Context: an optimization exercise on an open-source flow, tuned for small area and a short achievable clock period. The choices shown serve that exercise and are no tape-out recipe.
Where RTL was checked, it was by simulation tests only, not by an equivalence proof against the original.
Function not checked in run 1: the RTL went through the layout flow alone.
No driver is modelled on the clock port, so clocking that relies on it looks cheaper here than on a real chip.
Power and IR drop assume default switching activity.

==> flow/design.v, too long to show whole: its modules and the start of the top module <==
// module fa: 8 lines
// module fpu_mul: 1047 lines
// module add_cmp24: 254 lines
// module carry_pfx: 19 lines
// module round_sel: 11 lines
module fpu_mul( input         CLK,
                input         RESET,
                input         EN,
                input  [31:0] A,
                input  [31:0] B,
                output [31:0] Z );
  // ...
==> flow/flow/run.sh <==
#!/bin/bash
# Layout flow: the standard flow (standard.sh, the ORFS make targets) with
#  - the port buffers that ORFS inserts on every input and output made with
#    sky130_fd_sc_hd__buf_1 (BUFFER_PORTS_ARGS) instead of the default choice.
# Synthesis, floorplan, placement, CTS and routing are otherwise unchanged.
# Each ORFS step writes its full log under orfs/logs/; make's own output goes
# to standard.log here.
set -euo pipefail
MARGIN=$(cat flow/margin.txt 2>/dev/null || echo 6)
BUF=$(cat flow/portbuf.txt 2>/dev/null || echo sky130_fd_sc_hd__buf_1)
sed -E "s/SETUP_SLACK_MARGIN=[0-9.+-]+/SETUP_SLACK_MARGIN=${MARGIN} 'BUFFER_PORTS_ARGS=-buffer_cell ${BUF}'/" standard.sh > standard_margin.sh
grep -q "SETUP_SLACK_MARGIN=${MARGIN} " standard_margin.sh
bash standard_margin.sh > standard.log 2>&1
==> flow/flow/margin.txt <==
6.3
==> flow/standard.sh <==
#!/bin/bash
# synth_recipe.tcl (not shown) runs the flow's synth.tcl, then flattens the netlist and writes it again
# the make line also repeats each setting of config.mk as NAME=value (left out here)
make -C /OpenROAD-flow-scripts/flow DESIGN_CONFIG=/design/flow/config.mk WORK_HOME=/design/flow/orfs CLKGATE_MAP_FILE= SYNTH_SCRIPT=/design/flow/synth_recipe.tcl "${@:-finish}"
==> flow/config.mk <==
export PLATFORM = sky130hd
export DESIGN_NAME = fpu_mul
export DESIGN_NICKNAME = fpu_mul
export VERILOG_FILES = /design/flow/design.v
export SDC_FILE = /design/flow/constraint.sdc
export NUM_CORES = 4
export LEC_CHECK = 0
export ABC_AREA = 1
export CAP_MARGIN = 20
export CORE_MARGIN = 2
export CORE_UTILIZATION = 55
export SETUP_SLACK_MARGIN = 5
export SLEW_MARGIN = 20
export SYNTH_HIERARCHICAL = 1
export TNS_END_PERCENT = 10
==> flow/constraint.sdc <==
create_clock -name core_clock -period 10.0 [get_ports {CLK}]
set_input_delay 2.0000 -clock core_clock [delete_from_list [all_inputs] [get_ports {CLK}]]
set_output_delay 2.0000 -clock core_clock [all_outputs]
set_load 0.01 [all_outputs]
==> results.txt, run 1 <==
outcome=timing/DRC/antenna clean; Global Route met3 Usage=9.85%; Site Rows=69; multi-input combinational area share=65.9%; internal power=3.41 mW; maximum resistive drop on vdd=359 µV; DP Wirelength=43000 µm; Multi-In Gates=1676; core box area=35500 µm²; cell area after synthesis=19800 µm²; # DRC=0; share of cells above drive strength 1=14.4%; Worst path depth=8; Die W=194 µm; clkbuf count=18; CP dominant cell by count=fa_1; inverters=254; crit start category=flop; Util after Layout=63.0%; min Tclk post-route=3.83 ns; Clock-cell share=2.99%; CTS buffer count=17; hold endpoint=es2[5]; die height=194 µm; Post-CTS Hold Buffers=0
==> inputs of run 2 (changes only) <==
--- a/flow/design.v
+++ b/flow/design.v
@@ -1018,22 +1018,20 @@
 wire c22;    
 carry_pfx u_c22 (.a(hA[21:16]), .b(hB[21:16]), .ci(cl2), .co(c22));
 wire x22 = hA[22], y22 = hB[22];
 wire [24:0] X = hA[47:23], Y = hB[47:23];
 wire [24:0] S = X ^ Y;
 wire [24:0] C = {X[23:0] & Y[23:0], 1'b0};
 wire m, r0;    
 round_sel u_rnd (.x22(x22), .y22(y22), .s0(S[0]), .st(st2), .c22(c22), .m(m), .r0(r0));
-wire [23:0] T0, T1;    
-add_cmp24 u_cmp (.a(S[24:1]), .b(C[24:1]), .s0(T0), .s1(T1));
-wire [22:0] F0 = T0[23] ? T0[22:0] : {T0[21:0], r0};
-wire [22:0] F1 = T1[23] ? T1[22:0] : {T1[21:0], r0};
-wire [22:0] f = m ? F1 : F0;
-wire r24 = m ? T1[23] : T0[23];
+wire [23:0] T;    
+add_cin24 u_add (.a(S[24:1]), .b(C[24:1]), .ci(m), .s(T));
+wire [22:0] f = T[23] ? T[22:0] : {T[21:0], r0};
+wire r24 = T[23];
 wire [9:0] e2 = {1'b0, es2} - 10'd127;
 wire [9:0] e2p = {1'b0, es2} - 10'd126;
 wire zero_a = e2[9] | zero2,  inf_a = (e2[9:8] == 2'b01);
 wire zero_b = e2p[9] | zero2, inf_b = (e2p[9:8] == 2'b01);
 wire ret_zero = r24 ? zero_b : zero_a;
 wire ret_inf  = r24 ? inf_b : inf_a;
 wire [7:0] en = r24 ? e2p[7:0] : e2[7:0];
 reg        zs_r;        
@@ -1048,20 +1046,20 @@
   end else begin
     zs_r <= sign2; kz_r <= ~ret_zero; fi_r <= ret_inf & ~ret_zero; km_r <= ~(ret_zero | ret_inf);
   end
 always_ff @(posedge CLK) begin
   ze_r <= en; zm_r <= f;
 end
 assign Z = {zs_r, {8{fi_r}} | ({8{kz_r}} & ze_r), {23{km_r}} & zm_r};
 endmodule
-module add_cmp24( input  [23:0] a,
+module add_cin24( input  [23:0] a,
                   input  [23:0] b,
-                  output [23:0] s0,
-                  output [23:0] s1 );
+                  input         ci,
+                  output [23:0] s );
 wire [23:0] p = a ^ b;
 wire [23:0] g = a & b;
 wire [23:0] G1, P1;
 assign G1[0] = g[0];
 assign P1[0] = p[0];
 assign G1[1] = g[1] | (p[1] & g[0]);
 assign P1[1] = p[1] & p[0];
 assign G1[2] = g[2];
@@ -1299,18 +1297,17 @@
 assign G5[20] = G4[20] | (P4[20] & G4[15]);
 assign P5[20] = P4[20] & P4[15];
 assign G5[21] = G4[21] | (P4[21] & G4[15]);
 assign P5[21] = P4[21] & P4[15];
 assign G5[22] = G4[22] | (P4[22] & G4[15]);
 assign P5[22] = P4[22] & P4[15];
 assign G5[23] = G4[23] | (P4[23] & G4[15]);
 assign P5[23] = P4[23] & P4[15];
-assign s0 = p ^ {G5[22:0], 1'b0};
-assign s1 = p ^ {G5[22:0] | P5[22:0], 1'b1};
+assign s = p ^ {G5[22:0] | (P5[22:0] & {23{ci}}), ci};
 endmodule
 module carry_pfx
                  ( input  [5:0] a,
                    input  [5:0] b,
                    input          ci,
                    output         co );
 wire [5:0] g = a & b;
 wire [5:0] p = a | b;
==> flow/flow/margin.txt (replaced) <==
6.2
==> results.txt, run 2 <==
share of cells above drive strength 1=13.0% (-1.4 points); port buffer count=98; min Tclk post-route=3.85 ns (+0.0263 ns); commonest non-fill, non-tap cells in the layout=xor2_1 (286), nand2_1 (279), fa_1 (255); Post-CTS Hold Buffers=0 (unchanged); Gate Count Post-Synth=2114; Clock Latency Late Sink=0.47 ns; initial antenna violation count=1; EDFF count, synth=9; M1 GR Usage=47.2%; first-pass GRT wire length=93400 µm; Final Slew Violations=0; Reg clk slew, reported paths=0.08 ns; layer carrying the most global-route usage=met2; Initial DRC Count=1724; internal power=2.89 mW (-15%); Avg WL per Cell=22.9 µm; sequential fraction of design power=20.3%; DRT antenna net count=0; Global Route met3 Usage=9.67% (-0.18 points); Fin. Hold Viols=0; Synth Net Count=2552; IO Pins=99; Util after Layout=61.7% (-1.3 points); Synth top cells by count=xor2_1 (289), nand2_1 (280), fa_1 (260); maximum fanout along the worst path=25; DP Wirelength=40200 µm (-6.5%); # nets final=2630; switching part of the total=48.2%; sequential area share after synthesis=19.5%; Avg Inst Size Synth=9.00 µm²; total wire length=61000 µm; Total GRT Usage=34.5%; most common cell after layout, fill and taps aside=xor2_1; sw power=2.69 mW; routed vias=16.0k; GPL Wtd Cong=0.934; post-synth top area share=27.4%; die height=190 µm (-1.8%); RSZ-0062 raised after global routing=yes; ant diodes=0; Final Cell Area=21200 µm²; Seq cells post-synth=181; CTS Buffer Depth=2; outcome=timing/DRC/antenna clean; async set-reset flop share out of synthesis=0%; most frequent cell after synthesis=xor2_1; core box area=34300 µm² (-3.4%); Area contributors post-synth=fa_1 (27%), dfxtp_1 (18%), xor2_1 (13%), o22ai_1 (8.3%), ha_1 (7.3%); # DRC=0 (unchanged); Critical Path RT=10.34 ns; Final Skew=0.0139 ns; met2 usage=49.7%; Site Rows=68 (-1.4%); MaxCap Viol Count=0; Period Utilization, post-route=38.5%; Synth Flop Type=dfxtp_1; Clk pwr share=12.5%; CTS tree=done; Ys Warns=7; WP data arrival=4.19 ns; cell taking the most area after synthesis=fa_1; cell leakage power=9.96 nW; Distinct cells, synth=47; Slew headroom=31.5%; CTS buffer count=17 (unchanged); cell area after synthesis=19000 µm² (-3.7%); die area=36100 µm²; Pwr per Cell Area=264 nW/µm²; crit start category=flop; routed vias/inst=6.00; Starting Density=55.5%; Finish-stage setup viols=0; highest clock rate=259 MHz; CTS HTree Levels=4; worst hold path class=flop to flop; vias in the first global route=15.9k; combinational share of power=67.2%; Root Buffer=clkbuf_16; Area Growth Syn to Fin=11.2%; Clock Sinks=181; setup_tns=0 ns; Die W=190 µm (-1.8%); Total Power=5.58 mW; placed cell area=19500 µm²; maximum resistive drop on vdd=205 µV (-43%); drt pass-1 iters=6; Regs by FF count=hA x32, hB x32; largest net degree at the start of global routing=56; grt total ovfl=0; critical path class=flop to flop; CP endpoint kind=flop; actual slew at the worst max-slew pin=1.03 ns
-- run 2: repair_timing --
item / in CTS / in global routing
hold endpoints to repair: 0 / 0
endpoints found under the setup margin: 47 / 89
pin swaps: 0 / 7
resized for setup: 66 / 76
gates cloned: 22 / 0
setup buffers: 45 / 23
-- run 2: power groups by stage --
stage	Combinational, mW	Clock, mW	Sequential [mW]
2_1_floorplan	2.78	0	1.11
3_3_place_gp	3.56	0	1.14
3_5_place_dp	3.65	0	1.14
4_1_cts	3.74	0.712	1.14
5_1_grt	4.31	0.735	1.15
6_report	3.75	0.699	1.13
-- run 2: through the flow --
step | cells | hold slack [ns] | worst slack (ns)
final | 2660 | 0.345 | 6.15
after detailed placement | 2538 | 0.327 | 5.53
after floorplan | 2114 | 0.323 | 6.32
after CTS | 2637 | 0.346 | 5.97
after global placement | 2537 | 0.324 | 5.61
after global routing | 2660 | 0.351 | 6.07
-- run 2: cells by family (layout without fill, tap and decap cells) --
family,after synthesis,in the layout,synth area share (%)
AOI/OAI and AO/OA,441,441,13.7
and+or+nand+nor,441,441,10.3
buffers and inverters,375,466,7.75
adders and majority gates,371,371,34.7
xor gates and xnor gates,305,305,14.0
DFF,181,181,19.5
-- run 2: Yosys stat by module, one instance, submodules excluded --
| module | copies in the design | flops+latches | cells inside | cell area, µm² |
|---|---|---|---|---|
| fpu_mul | 1 | 181 | 1597 | 12400 |
| carry_pfx | 1 | 0 | 35 | 146 |
| add_cin24 | 1 | 0 | 203 | 1230 |
| fa | 256 | 0 | 1 | 20.0 |
| round_sel | 1 | 0 | 23 | 155 |
-- run 2: path summary, 6_finish.rpt --
path	startpoint	end	slack [ns]	cells past startpoint
worst max-delay path	neg[4]	hB[32]	6.15	8
worst min-delay path	esum_r[4]	es2[4]	0.34	0
worst max register to register	neg[4]	hB[32]	6.15	8
worst min register to register	esum_r[4]	es2[4]	0.34	0
-- run 2: cell type report --
type	instances	area (µm²)
inverter	217	956
timing repair inverter	22	155
clock buffer	18	439
sequential	181	3800
clock inverter	14	156
tap	455	569
timing repair buffer	195	1170
multi-input combinational	1558	13900
fill	3060	13100
-- run 2: layer usage --
metal / vias to the layer above / wire length (µm)
met2: 999 / 25600
met4: 2 / 3720
met3: 250 / 6840
li1: 7147 / -
met5: - / 13
met1: 7554 / 24900
-- run 2: worst max-delay path, stage by stage, from the launching register on --
cell and delay, ns:
dfxtp_1 0.31, buf_4 0.45, inv_1 0.26, xor2_1 0.26
fa_1 0.51, fa_1 0.51, fa_1 0.47, fa_1 0.52
fa_1 0.41
==> inputs of run 3 (changes only) <==
==> flow/flow/margin.txt (replaced) <==
6.3
==> results.txt, run 3 <==
Finish-stage setup viols=0 (unchanged); Clock Sinks=181 (unchanged); maximum fanout along the worst path=25 (unchanged); cell taking the most area after synthesis=fa_1; post-synth top area share=27.4% (unchanged); Slew headroom=30.0% (-1.4 points); highest clock rate=265 MHz (+2.3%); IO Pins=99 (unchanged); async set-reset flop share out of synthesis=0% (unchanged); CTS Buffer Depth=2 (unchanged); CP endpoint kind=flop; hold depth=0 (unchanged); worst hold path class=flop to flop; Seq. cell area=3820 µm² (+0.66%); cell leakage power=10.1 nW (+1.3%); maximum resistive drop on vdd=207 µV (+1.0%); Slowest-stage cell, CP=fa_1; Root Buffer=clkbuf_16; vias in the first global route=16.0k (+0.49%); CTS buffer count=17 (unchanged); multi-input logic area=14100 µm² (+1.0%); crit start category=flop; port buffer count=98 (unchanged); CP dominant cell by count=fa_1; Ys Warns=7 (unchanged); outcome=timing/DRC/antenna clean; # nets final=2651 (+0.80%); crit path cell chain=buf_4 -> inv_1 -> xor2_1 -> fa_1 -> fa_1 -> fa_1 -> fa_1 -> fa_1; Final Skew=0.0170 ns (+0.00312 ns); cell area after synthesis=19000 µm² (unchanged); largest net degree at the start of global routing=56 (unchanged); Util after Layout=62.9% (+1.2 points); commonest non-fill, non-tap cells in the layout=xor2_1 (284), nand2_1 (279), fa_1 (236); Pwr per Cell Area=261 nW/µm² (-1.1%); Regs by FF count=hA x32, hB x32; CTS tree=done; share of cells above drive strength 1=15.5% (+2.5 points); Post-CTS Hold Buffers=0 (unchanged); cells on worst reg2reg path=8 (unchanged); Avg WL per Cell=23.1 µm (+0.55%); DP Wirelength=40200 µm (unchanged); ant diodes=0 (unchanged); Reg clk slew, reported paths=0.08 ns (about the same); RSZ-0062 raised after global routing=yes; most common cell after layout, fill and taps aside=xor2_1; min Tclk post-route=3.77 ns (-0.0860 ns); initial antenna violation count=1 (unchanged); Synth Flop Type=dfxtp_1; drt pass-1 iters=8 (+2); Total GRT Usage=34.9% (+0.37 points); Die W=190 µm (unchanged); Initial DRC Count=1807 (+4.8%); setup_tns=0 ns (unchanged); Avg Inst Size Synth=9.00 µm² (unchanged); Synth Net Count=2552 (unchanged); core box area=34300 µm² (unchanged); first-pass GRT wire length=94200 µm (+0.86%); sequential area share after synthesis=19.5% (unchanged); Fillers=3038 (-0.72%); Final Slew Violations=0 (unchanged); most frequent cell after synthesis=xor2_1; Area contributors post-synth=fa_1 (27%), dfxtp_1 (18%), xor2_1 (13%), o22ai_1 (8.3%), ha_1 (7.3%); slowest cell delay on critical path=0.56 ns (+0.04 ns); CTS HTree Levels=4 (unchanged); WP data arrival=4.11 ns (-0.08 ns); GPL Wtd Cong=0.934 (unchanged); Seq cells post-synth=181 (unchanged); Critical Path RT=10.34 ns (about the same); critical path class=flop to flop; Clock Latency Late Sink=0.47 ns (about the same); Period Utilization, post-route=37.7% (-0.86 points); total wire length=61800 µm (+1.3%); Area Growth Syn to Fin=13.3%; die height=190 µm (unchanged); routed vias/inst=6.02 (+0.45%); Synth top cells by count=xor2_1 (289), nand2_1 (280), fa_1 (260); grt total ovfl=0 (unchanged); MaxCap Viol Count=0 (unchanged); die area=36100 µm² (unchanged); DRT antenna net count=0 (unchanged); actual slew at the worst max-slew pin=1.05 ns (+0.0217 ns); Fin. Hold Viols=0 (unchanged); Gate Count Post-Synth=2114 (unchanged); routed vias=16.2k (+1.2%); Distinct cells, synth=47 (unchanged); # DRC=0 (unchanged); EDFF count, synth=9 (unchanged); Starting Density=55.5% (unchanged); Site Rows=68 (unchanged)
-- run 3: cell types whose count changed in the layout (fill, tap and decap cells not counted), sizes merged --
| cell | previous run | this run |
|---|---|---|
| clkinvlp | 51 | 52 |
| buf | 194 | 213 |
| bufinv | 0 | 1 |
-- run 3: Yosys stat by module, one instance, submodules excluded --
| module | area [µm²] | cells | times used | flops+latches |
|---|---|---|---|---|
| add_cin24 | 1230 | 203 | 1 | 0 |
| carry_pfx | 146 | 35 | 1 | 0 |
| fa | 20.0 | 1 | 256 | 0 |
| fpu_mul | 12400 | 1597 | 1 | 181 |
| round_sel | 155 | 23 | 1 | 0 |
-- run 3: area by class of cell --
cell class	count	area share (%)
well taps	455	2.64
flip-flops and latches	181	17.7
repair inverters	24	0.766
repair buffers	214	6.32
inverters	217	4.58
clock buffers	18	2.04
clock inverters	14	0.725
multi-input cells	1558	65.2
-- run 3: worst max-delay path, delay by kind of cell (launching register included) --
family / cells / cell delay [ns]
xor+xnor: 1 / 0.23
fa+ha+maj: 5 / 2.40
buf+inv: 2 / 0.69
flops: 1 / 0.31
-- run 3: cells by family after synthesis --
group / count (synthesis) / synth area share [%]
and+or+nand+nor: 441 / 10.3
adders and majority gates: 371 / 34.7
DFF: 181 / 19.5
xor gates and xnor gates: 305 / 14.0
AOI/OAI and AO/OA: 441 / 13.7
buffers and inverters: 375 / 7.75
-- run 3: timing repair --
item                       CTS  global route
gates cloned                22             2
gates resized for setup    105            93
buffers inserted            64            23
setup endpoints to repair   93           101
pin swaps                    0            17
-- run 3: routing by layer --
| metal | wire, µm | up-vias | global-route usage, % |
|---|---|---|---|
| met1 | 25100 | 7673 | 47.4 |
| met3 | 6960 | 249 | 9.76 |
| met2 | 25700 | 1031 | 50.0 |
| li1 | - | 7196 | - |
| met4 | 4030 | 2 | 19.7 |
| met5 | 13 | - | 0 |
-- run 3: worst paths after layout --
kind	startpoint	end	slack (ns)
setup / recovery	neg[5]	hB[34]	6.23
hold / removal	esum_r[4]	es2[4]	0.34
hold reg to reg	esum_r[4]	es2[4]	0.34
setup reg to reg	neg[5]	hB[34]	6.23
-- run 3: where the power goes --
| part | internal (mW) | total, mW | switching (mW) |
|---|---|---|---|
| Sequential | 1.03 | 1.13 | 0.103 |
| Clock | 0.342 | 0.699 | 0.358 |
| Combinational | 1.55 | 3.80 | 2.24 |
-- run 3: stage by stage --
step / hold slack [ns] / power (mW) / instances / setup WS [ns] / cell area, µm²
6_report: 0.345 / 5.63 / 2681 / 6.23 / 21600
3_3_place_gp: 0.324 / 4.70 / 2537 / 5.61 / 19500
3_5_place_dp: 0.327 / 4.79 / 2538 / 5.53 / 19500
5_1_grt: 0.351 / 6.25 / 2681 / 6.06 / 21600
4_1_cts: 0.346 / 5.60 / 2656 / 6.19 / 21000
2_1_floorplan: 0.323 / 3.89 / 2114 / 6.32 / 19000
==> inputs of run 4 (changes only) <==
==> flow/flow/run.sh (replaced) <==
#!/bin/bash
# Layout flow: the standard flow (standard.sh, the ORFS make targets) with
#  - the port buffers that ORFS inserts on every input and output made with
#    sky130_fd_sc_hd__buf_1 (BUFFER_PORTS_ARGS) instead of the default choice;
#  - a POST_CTS hook (flow/skew.tcl) that clocks the second pipeline register,
#    which has no port connections, through one extra clock buffer per
#    clock-tree leaf (useful skew between internal register stages only).
# Synthesis, floorplan, placement, CTS and routing are otherwise unchanged.
# Each ORFS step writes its full log under orfs/logs/; make's own output goes
# to standard.log here.
set -euo pipefail
MARGIN=$(cat flow/margin.txt 2>/dev/null || echo 6)
BUF=$(cat flow/portbuf.txt 2>/dev/null || echo sky130_fd_sc_hd__buf_1)
HOOK=$(pwd)/flow/skew.tcl
export R2_SKEW_BUF=$(cat flow/skewbuf.txt 2>/dev/null || echo sky130_fd_sc_hd__clkbuf_2)
sed -E "s#SETUP_SLACK_MARGIN=[0-9.+-]+#SETUP_SLACK_MARGIN=${MARGIN} 'BUFFER_PORTS_ARGS=-buffer_cell ${BUF}' POST_CTS_TCL=${HOOK}#" standard.sh > standard_flow.sh
grep -q "SETUP_SLACK_MARGIN=${MARGIN} " standard_flow.sh
bash standard_flow.sh > standard.log 2>&1
==> flow/flow/margin.txt (replaced) <==
6.5
==> flow/flow/skew.tcl (new file) <==
# POST_CTS hook: give the second pipeline register (hA, hB, cl2, st2, es2:
# registers whose inputs and outputs are all internal, no port and no reset
# in their fan-in or fan-out) its
# clock through one extra clock buffer per clock-tree leaf, so it is clocked a
# little later than the first and third registers.  This moves slack from the
# stage after it to the stage before it.  Registers that take inputs from the
# ports or drive the output ports keep their clock unchanged.
set block [ord::get_db_block]
set db [ord::get_db]
set bufname [expr {[info exists ::env(R2_SKEW_BUF)] ? $::env(R2_SKEW_BUF) : "sky130_fd_sc_hd__clkbuf_2"}]
set master [$db findMaster $bufname]
set pat {^(hA|hB|cl2|st2|es2)(\\|\[|\$)}
array set groups {}
foreach inst [$block getInsts] {
  set name [$inst getName]
  if {![regexp $pat $name]} continue
  set it [$inst findITerm CLK]
  if {$it eq "NULL" || $it eq ""} continue
  set net [$it getNet]
  if {$net eq "NULL" || $net eq ""} continue
  lappend groups([$net getName]) $inst
}
set k 0
set total 0
foreach netname [lsort [array names groups]] {
  set net [$block findNet $netname]
  set insts $groups($netname)
  set sx 0; set sy 0
  foreach i $insts {
    set bb [$i getBBox]
    set sx [expr {$sx + ([$bb xMin] + [$bb xMax]) / 2}]
    set sy [expr {$sy + ([$bb yMin] + [$bb yMax]) / 2}]
  }
  set n [llength $insts]
  set cx [expr {$sx / $n}]; set cy [expr {$sy / $n}]
  set buf [odb::dbInst_create $block $master "r2skew_buf_$k"]
  set nn [odb::dbNet_create $block "r2skew_net_$k"]
  $nn setSigType CLOCK
  [$buf findITerm A] connect $net
  [$buf findITerm X] connect $nn
  foreach i $insts {
    set it [$i findITerm CLK]
    $it disconnect
    $it connect $nn
  }
  $buf setLocation $cx $cy
  $buf setPlacementStatus PLACED
  incr k
  incr total $n
}
puts "r2skew: inserted $k $bufname buffers for $total registers"
global_connect
detailed_placement
check_placement -verbose
estimate_parasitics -placement
report_checks -path_delay max -format end -group_path_count 5
==> flow/flow/skewbuf.txt (new file) <==
sky130_fd_sc_hd__clkbuf_8
==> results.txt, run 4 <==
maximum resistive drop on vdd=216 µV (+4.4%); Global Route met3 Usage=12.9% (+3.2 points); highest clock rate=274 MHz (+3.4%); setup_tns=0 ns (unchanged); Reg clk slew, reported paths=0.07 ns (about the same); met2 usage=51.6% (+1.6 points); post-synthesis mux area share=0% (unchanged); cell area after synthesis=19000 µm² (unchanged); Top delay family on crit path=adder cells; Critical Path RT=10.46 ns (+0.12 ns); worst hold path class=flop to flop; cell leakage power=10.5 nW (+4.4%); CP dominant cell by count=fa_1; area share of fa/ha/maj cells after synthesis=34.7% (unchanged); async set-reset flop share out of synthesis=0% (unchanged); Seq cells post-synth=181 (unchanged); port buffer count=98 (unchanged); core box area=34300 µm² (unchanged); Final Skew=0.157 ns (+0.140 ns); die height=190 µm (unchanged); actual slew at the worst max-slew pin=0.984 ns (-0.0641 ns); IO Pins=99 (unchanged); Initial DRC Count=2052 (+14%); most common cell after layout, fill and taps aside=xor2_1; M1 GR Usage=48.9% (+1.5 points); Setup WS post-layout=6.35 ns (+0.122 ns); routed vias=16.8k (+4.0%); crit start category=flop; Clock Sinks=181 (unchanged); crit path cell chain=buf_6 -> inv_1 -> xor2_1 -> fa_1 -> fa_1 -> fa_1 -> fa_1 -> fa_1; Pwr per Cell Area=272 nW/µm² (+4.1%); post-synth top area share=27.4% (unchanged); critical path class=flop to flop; CP bufs+invs=2 (unchanged); Synth top cells by count=xor2_1 (289), nand2_1 (280), fa_1 (260); total wire length=65900 µm (+6.5%); share of cells above drive strength 1=20.6% (+5.1 points); Ys Warns=7 (unchanged); # nets final=2712 (+2.3%); post-place setup slack=5.54 ns (+0.00969 ns); Clock Latency Late Sink=0.60 ns (+0.13 ns); Slowest-stage cell, CP=fa_1; outcome=timing/DRC/antenna clean; sequential area share after synthesis=19.5% (unchanged); Simple-Gate Fraction of Synth Area=10.3% (unchanged); vias in the first global route=16.7k (+4.9%); Die W=190 µm (unchanged); commonest non-fill, non-tap cells in the layout=xor2_1 (276), nand2_1 (273), o22ai_1 (228); routed vias/inst=6.13 (+1.7%); RSZ-0062 raised after global routing=yes; DP Wirelength=39500 µm (-1.7%); grt total ovfl=0 (unchanged); most frequent cell after synthesis=xor2_1; Period Utilization, post-route=36.5% (-1.2 points); MaxCap Viol Count=0 (unchanged); Final Slew Violations=0 (unchanged); DRT antenna net count=0 (unchanged); maximum fanout along the worst path=25 (unchanged); first-pass GRT wire length=99700 µm (+5.8%); Avg WL per Cell=24.0 µm (+4.2%); die area=36100 µm² (unchanged); Area contributors post-synth=fa_1 (27%), dfxtp_1 (18%), xor2_1 (13%), o22ai_1 (8.3%), ha_1 (7.3%); initial antenna violation count=0 (-1); Starting Density=55.5% (unchanged); slowest cell delay on critical path=0.55 ns (about the same); largest net degree at the start of global routing=54 (-3.6%); largest family of logic cells by synthesized area=adder cells; WP data arrival=4.11 ns (about the same); Finish-stage setup viols=0 (unchanged); Synth Flop Type=dfxtp_1; # DRC=0 (unchanged); cell taking the most area after synthesis=fa_1; drt pass-1 iters=10 (+2); Regs by FF count=hA x32, hB x32; Area Growth Syn to Fin=19.2%; Slew headroom=34.3% (+4.3 points); EDFF count, synth=9 (unchanged); CTS tree=done; Avg Inst Size Synth=9.00 µm² (unchanged); Fin. Hold Viols=0 (unchanged); CP endpoint kind=flop; Synth Net Count=2552 (unchanged); complex-gate fraction of the synthesized area=13.7% (unchanged); Gate Count Post-Synth=2114 (unchanged); Fillers=2832 (-6.8%); Post-Synth XOR/XNOR Area=14.0% (unchanged); ant diodes=0 (unchanged); min Tclk post-route=3.65 ns (-0.122 ns); GPL Wtd Cong=0.961 (+2.9%); Total GRT Usage=37.0% (+2.2 points); layer carrying the most global-route usage=met2; Distinct cells, synth=47 (unchanged); Site Rows=68 (unchanged)
## run 4: cell counts after synthesis
No cell type changed its count.
## run 4: where the power goes
group          total [mW]  leakage [nW]  switching [mW]  internal [mW]
clock               0.807         0.358           0.370          0.437
sequential           1.14          1.55           0.114           1.03
combinational        4.21          8.62            2.41           1.80
## run 4: worst register-to-register path: cells and delay by family (launching register included)
kind	cells	cell delay, ns
adders and majority gates	5	2.46
buffers and inverters	2	0.58
xor gates and xnor gates	1	0.29
DFF	1	0.33
## run 4: path summary, 6_finish.rpt
kind	startpoint	to	slack [ns]	depth (start not counted)
max	neg[3]	hB[31]	6.35	8
min	esum_r[1]	es2[1]	0.21	0
max reg2reg	neg[3]	hB[31]	6.35	8
min reg2reg	esum_r[1]	es2[1]	0.21	0
## run 4: layer usage
layer  wire [µm]  part of all wire (%)  vias up
li1            -                     -     7298
met1       25600                    39     7991
met2       26900                    41     1160
met3        8470                    13      347
met4        4950                   7.5        0
met5           0                     0        -
## run 4: final cells by class, without the clock buffers
type	count	area, µm²	area share (%)
Buffer	12	165	0.728
Clock inverter	12	113	0.496
Inverter	217	1030	4.55
Multi-Input combinational cell	1559	14400	63.6
Sequential cell	181	3850	17.0
Tap cell	455	569	2.51
Timing Repair Buffer	258	1880	8.31
Timing Repair inverter	28	196	0.866
## run 4: cell families (layout without fill, tap and decap cells)
group                    after synthesis  count (layout)
AO/OA/AOI/OAI                        441             441
XOR/XNOR                             305             305
adder cells (fa/ha/maj)              371             371
buffers and inverters                375             546
flip-flops                           181             181
AND/OR/NAND/NOR                      441             442
## run 4: per-module statistics from Yosys (local to each module, per instance)
module     flops+latches  cells  area (µm²)
fa                     0      1        20.0
round_sel              0     23         155
fpu_mul              181   1597       12400
add_cin24              0    203        1230
carry_pfx              0     35         146
## run 4: through the flow
stage	power [mW]	hold slack, ns	std cells	instance area (µm²)	util (%)
finish	6.16	0.211	2741	22700	66.2
global route	6.81	0.213	2741	22700	66.2
detailed placement	4.79	0.328	2533	19500	56.9
global placement	4.68	0.324	2533	19500	56.9
floorplan	3.89	0.323	2114	19100	-
==> inputs of run 5 (changes only) <==
==> flow/flow/margin.txt (replaced) <==
6.2
==> results.txt, run 5 <==
actual slew at the worst max-slew pin=1.02 ns (+0.0347 ns); die area=36100 µm² (unchanged); port buffer count=98 (unchanged); Avg Inst Size Synth=9.00 µm² (unchanged); Seq cells post-synth=181 (unchanged); Pwr per Cell Area=272 nW/µm² (about the same); cells on worst reg2reg path=9 (+1); # DRC=0 (unchanged); Regs by FF count=hA x32, hB x32; crit start category=flop; vias in the first global route=16.0k (-4.6%); Area contributors post-synth=fa_1 (27%), dfxtp_1 (18%), xor2_1 (13%), o22ai_1 (8.3%), ha_1 (7.3%); placed cell area=19500 µm² (+0.12%); Highest Signal Layer=met5; async set-reset flop share out of synthesis=0% (unchanged); Clock Latency Late Sink=0.60 ns (about the same); worst flop-to-flop path startpoint=one[2]; met3 WL post-DR=6810 µm (-20%); Area Growth Syn to Fin=11.6%; sequential area share after synthesis=19.5% (unchanged); Setup WS post-layout=6.23 ns (-0.122 ns); Die W=190 µm (unchanged); maximum fanout along the worst path=7 (-72%); largest net degree at the start of global routing=56 (+3.7%); cell leakage power=10.0 nW (-4.8%); Final Skew=0.171 ns (+0.0132 ns); hold_sp=esum_r[7]; placed cells=2538 (+0.20%); die height=190 µm (unchanged); r2r setup slk=6.23 ns (-0.12 ns); Final Slew Violations=0 (unchanged); Gate Count Post-Synth=2114 (unchanged); GPL Wtd Cong=0.934 (-2.8%); highest clock rate=265 MHz (-3.2%); drt pass-1 iters=5 (-5); Clock Sinks=181 (unchanged); DRT antenna net count=0 (unchanged); CP endpoint kind=flop; crit path cell chain=clkinvlp_4 -> buf_4 -> o21ai_0 -> xor2_1 -> fa_1 -> fa_1 -> fa_1 -> fa_1 -> fa_1; DR WL met2=25700 µm (-4.4%); DP Wirelength=40200 µm (+1.7%); hold endpoint=es2[7]; Total GRT Usage=34.7% (-2.4 points); MaxCap Viol Count=0 (unchanged); Slowest-stage cell, CP=fa_1; min Tclk post-route=3.77 ns (+0.122 ns); Synth Net Count=2552 (unchanged); cell area after synthesis=19000 µm² (unchanged); initial antenna violation count=1 (+1); CTS tree=done; FF-to-FF End=hB[23]; most frequent cell after synthesis=xor2_1; Slew headroom=32.0% (-2.3 points); share of cells above drive strength 1=12.9% (-7.7 points); post-place setup slack=5.53 ns (-0.00969 ns); ant diodes=0 (unchanged); Initial DRC Count=1725 (-16%); routed vias=16.1k (-4.1%); total wire length=61400 µm (-6.7%); Ys Warns=7 (unchanged); core box area=34300 µm² (unchanged); commonest non-fill, non-tap cells in the layout=xor2_1 (288), nand2_1 (278), fa_1 (260); IO Pins=99 (unchanged); Fin. Hold Viols=0 (unchanged); most common cell after layout, fill and taps aside=xor2_1; routed vias/inst=6.04 (-1.5%); Distinct cells, synth=47 (unchanged); grt total ovfl=0 (unchanged); Synth top cells by count=xor2_1 (289), nand2_1 (280), fa_1 (260); # nets final=2638 (-2.7%); EDFF count, synth=9 (unchanged); Critical Path RT=10.48 ns (+0.02 ns); hold depth=0 (unchanged); slowest cell delay on critical path=0.53 ns (-0.02 ns); WP data arrival=4.24 ns (+0.13 ns); wire length on met1=25200 µm (-1.6%); Site Rows=68 (unchanged); Starting Density=55.5% (unchanged); outcome=timing/DRC/antenna clean; setup_tns=0 ns (unchanged); cell taking the most area after synthesis=fa_1; post-synth top area share=27.4% (unchanged); RSZ-0062 raised after global routing=yes; Min Hold Slack=0.215 ns (+0.00388 ns); Finish-stage setup viols=0 (unchanged); fin cells=2668 (-2.7%); Final Cell Area=21200 µm² (-6.4%); Reg clk slew, reported paths=0.09 ns (+0.02 ns); CP dominant cell by count=fa_1; worst hold path class=flop to flop; first-pass GRT wire length=93900 µm (-5.8%); Synth Flop Type=dfxtp_1; maximum resistive drop on vdd=199 µV (-8.1%); Period Utilization, post-route=37.7% (+1.2 points); critical path class=flop to flop; Avg WL per Cell=23.0 µm (-4.2%)
run 5: changes by cell type in the layout (fill, tap and decap cells not counted), sizes merged:
cell,change
bufbuf,-2
clkinv,-8
nand2,-1
clkinvlp,+3
inv,+1
buf,-66
run 5: layout make-up, without the clock buffers:
| class | instances | area (µm²) |
|---|---|---|
| clock inverter | 14 | 156 |
| sequential | 181 | 3770 |
| multi-input combinational | 1558 | 13900 |
| timing repair inverter | 22 | 155 |
| fill | 3051 | 13100 |
| inverter | 217 | 953 |
| timing repair buffer | 191 | 1140 |
| tap | 455 | 569 |
| buffer | 12 | 165 |
run 5: report_power, final:
group          internal, mW  switching [mW]  leakage (nW)
clock network         0.445           0.385         0.367
registers              1.03           0.107          1.54
logic                  1.55            2.26          8.12
run 5: through the flow:
stage,utilization (%),power (mW)
global route,61.9,6.40
detailed placement,57.0,4.79
global placement,56.9,4.70
floorplan,-,3.89
finish,61.9,5.77
run 5: cell families (layout without fill, tap and decap cells):
group                    after synthesis  count (layout)  synth area share, %
AND/OR/NAND/NOR                      441             441                 10.3
XOR/XNOR                             305             305                 14.0
buffers and inverters                375             474                 7.75
AO/OA/AOI/OAI                        441             441                 13.7
adder cells (fa/ha/maj)              371             371                 34.7
flip-flops                           181             181                 19.5
run 5: worst max path at each step:
stage	start	to
floorplan	ma[10]	cl2
global placement	ma[11]	cl2
detailed placement	ma[11]	cl2
global route	neg[7]	cl2
finish	one[2]	hB[23]
run 5: metal layers:
layer  global-route usage (%)  vias to the layer above
met2                     50.1                     1004
li1                         -                     7167
met4                     18.8                        2
met3                     9.35                      239
met5                        0                        -
met1                     47.3                     7698
run 5: worst max-delay path: cells and delay by family (launching register included):
family	cells	cell delay, ns
adders and majority gates	5	2.39
AOI/OAI and AO/OA	1	0.28
xor gates and xnor gates	1	0.22
DFF	1	0.45
buffers and inverters	2	0.43
run 5: per-module statistics from Yosys (local to each module, per instance):
module / flip-flops and latches / cells
carry_pfx: 0 / 35
fpu_mul: 181 / 1597
round_sel: 0 / 23
fa: 0 / 1
add_cin24: 0 / 203
==> inputs of run 6 (changes only) <==
==> flow/flow/margin.txt (replaced) <==
6.35
==> results.txt, run 6 <==
slowest cell delay on critical path=0.56 ns (+0.03 ns); Starting Density=55.5% (unchanged); Die W=190 µm (unchanged); Top delay family on crit path=adder cells; crit start category=flop; placed cell area=19500 µm² (about the same); die area=36100 µm² (unchanged); DRT antenna net count=0 (unchanged); r2r setup slk=6.36 ns (+0.12 ns); first-pass GRT wire length=95200 µm (+1.4%); # nets final=2687 (+1.9%); critical path class=flop to flop; initial antenna violation count=0 (-1); most common cell after layout, fill and taps aside=xor2_1; commonest non-fill, non-tap cells in the layout=xor2_1 (288), nand2_1 (278), fa_1 (254); FF-to-FF End=hB[34]; outcome=timing/DRC/antenna clean; drt pass-1 iters=10 (+5); Finish-stage setup viols=0 (unchanged); Area contributors post-synth=fa_1 (27%), dfxtp_1 (18%), xor2_1 (13%), o22ai_1 (8.3%), ha_1 (7.3%); routed vias=16.5k (+2.6%); multi-input logic area=14000 µm² (+0.62%); Total GRT Usage=35.3% (+0.60 points); CP dominant cell by count=fa_1; ant diodes=0 (unchanged); DP Wirelength=40300 µm (+0.29%); cell leakage power=10.4 nW (+3.4%); Synth Flop Type=dfxtp_1; CTS tree=done; RSZ-0062 raised after global routing=yes; min Tclk post-route=3.64 ns (-0.123 ns); IO Pins=99 (unchanged); post-place setup slack=5.56 ns (+0.0249 ns); maximum resistive drop on vdd=265 µV (+33%); Pwr per Cell Area=272 nW/µm² (-0.12%); most frequent cell after synthesis=xor2_1; Ys Warns=7 (unchanged); Seq cells post-synth=181 (unchanged); Gate Count Post-Synth=2114 (unchanged); Distinct cells, synth=47 (unchanged); total wire length=63000 µm (+2.6%); Avg Inst Size Synth=9.00 µm² (unchanged); Avg WL per Cell=23.2 µm (+0.76%); highest clock rate=274 MHz (+3.4%); Clock Sinks=181 (unchanged); cell area after synthesis=19000 µm² (unchanged); vias in the first global route=16.0k (+0.27%); # DRC=0 (unchanged); Site Rows=68 (unchanged); CP endpoint kind=flop; share of cells above drive strength 1=16.2% (+3.3 points); maximum fanout along the worst path=25 (+18); crit path capture=hB[34]; Regs by FF count=hA x32, hB x32; MaxCap Viol Count=0 (unchanged); placed cells=2540 (+0.079%); Slew headroom=30.1% (-1.9 points); crit path cell chain=buf_4 -> inv_1 -> xor2_1 -> fa_1 -> fa_1 -> fa_1 -> fa_1 -> fa_1; cell taking the most area after synthesis=fa_1; GPL Wtd Cong=0.985 (+5.4%); Fillers=2922 (-4.2%); sequential area share after synthesis=19.5% (unchanged); core box area=34300 µm² (unchanged); worst flop-to-flop path startpoint=neg[5]; Reg clk slew, reported paths=0.09 ns (about the same); Period Utilization, post-route=36.4% (-1.2 points); largest net degree at the start of global routing=70 (+25%); Initial DRC Count=2085 (+21%); Synth top cells by count=xor2_1 (289), nand2_1 (280), fa_1 (260); grt total ovfl=0 (unchanged); CP startpoint=neg[5]; Area Growth Syn to Fin=15.4%; setup_tns=0 ns (unchanged); Setup WS post-layout=6.36 ns (+0.123 ns); cells on worst reg2reg path=8 (-1); Clock Latency Late Sink=0.61 ns (about the same); Synth Net Count=2552 (unchanged); Final Skew=0.165 ns (-0.00572 ns); Final Cell Area=21900 µm² (+3.4%); Slowest-stage cell, CP=fa_1; die height=190 µm (unchanged); worst hold path class=flop to flop; Seq. cell area=3830 µm² (+1.4%); async set-reset flop share out of synthesis=0% (unchanged); fin cells=2717 (+1.8%); Worst path depth=8 (-1); actual slew at the worst max-slew pin=1.05 ns (+0.0287 ns); Total Power=5.96 mW (+3.2%); routed vias/inst=6.08 (+0.72%); Critical Path RT=10.49 ns (about the same); port buffer count=98 (unchanged); CP bufs+invs=2 (unchanged); Final Slew Violations=0 (unchanged); EDFF count, synth=9 (unchanged); WP data arrival=4.14 ns (-0.10 ns); post-synth top area share=27.4% (unchanged); Fin. Hold Viols=0 (unchanged)
run 6: metal layers:
metal / global-route usage (%) / vias up / share of wire (%)
li1: - / 7268 / -
met1: 48.6 / 7849 / 40
met2: 51.9 / 1126 / 42
met3: 8.52 / 281 / 11
met4: 17.6 / 0 / 6.3
met5: 0 / - / 0
run 6: area by class of cell, without the clock buffers:
class | instances | share of cell area, %
Multi-Input combinational cell | 1558 | 63.6
Sequential cell | 181 | 17.4
Timing Repair Buffer | 241 | 7.60
Inverter | 217 | 4.46
Tap cell | 455 | 2.59
Clock inverter | 14 | 0.849
Buffer | 12 | 0.752
Timing Repair inverter | 21 | 0.695
run 6: report_power, final:
part	internal, mW	leakage [nW]	switching, mW
logic	1.66	8.43	2.31
registers	1.03	1.55	0.102
clock network	0.471	0.388	0.390
total	3.16	10.4	2.80
run 6: per-module statistics from Yosys (local to each module, per instance):
| module | times used | cells inside |
|---|---|---|
| round_sel | 1 | 23 |
| fpu_mul | 1 | 1597 |
| add_cin24 | 1 | 203 |
| carry_pfx | 1 | 35 |
| fa | 256 | 1 |
run 6: worst min-delay path by stage:
stage	from	endpoint	slack (ns)	depth (start not counted)
after floorplan	esum_r[0]	es2[0]	0.32	0
after global placement	esum_r[6]	es2[6]	0.32	0
after detailed placement	esum_r[0]	es2[0]	0.33	0
after global routing	esum_r[4]	es2[4]	0.21	0
final	esum_r[6]	es2[6]	0.21	0
run 6: cells by family after synthesis:
logic type                 share of synthesized area, %
DFF                                                19.5
AOI/OAI and AO/OA                                  13.7
xor gates and xnor gates                           14.0
buffers and inverters                              7.75
adders and majority gates                          34.7
and+or+nand+nor                                    10.3
run 6: stage by stage:
stage	util [%]	hold WS (ns)
final	64.0	0.213
after detailed placement	57.0	0.327
after floorplan	-	0.323
after global placement	57.0	0.324
after global routing	64.0	0.210

## port drivers added, routing unchanged
How much do the figures lean on ideal ports? The routed layouts below were timed once more, with nothing changed but the port constraints. Step 1 (the two cells are an assumption about what drives the block):
set clk [get_ports {CLK}]
set_driving_cell -lib_cell sky130_fd_sc_hd__clkbuf_16 $clk
set_driving_cell -lib_cell sky130_fd_sc_hd__buf_2 [delete_from_list [all_inputs] $clk]
Step 2 also shifts input and output timing later by t, the mid clock arrival at the registers, as if the neighbouring blocks saw the same clock. Three values: no drivers, after step 1, after step 2; two values: the first two.
| run | t (ns) | setup WS [ns] | worst setup path at the end | pins driven straight from the clock port |
|---|---|---|---|---|
| run 1 | 0.511 | 6.172 / 6.172 / 5.820 | input to register | 1 |
| run 2 | 0.519 | 6.146 / 6.146 / 5.788 | input to register | 1 |
| run 3 | 0.516 | 6.232 / 6.232 / 5.789 | input to register | 1 |
| run 4 | 0.576 | 6.354 / 6.354 / 5.985 | input to register | 1 |
| run 5 | 0.574 | 6.232 / 6.232 / 5.755 | input to register | 1 |
| run 6 | 0.581 | 6.355 / 6.355 / 6.011 | input to register | 1 |
After both steps every run listed still meets setup and hold. For run 5, which loses most, drivers alone change the setup slack by 0.000 ns; drivers and shift together by -0.477 ns.
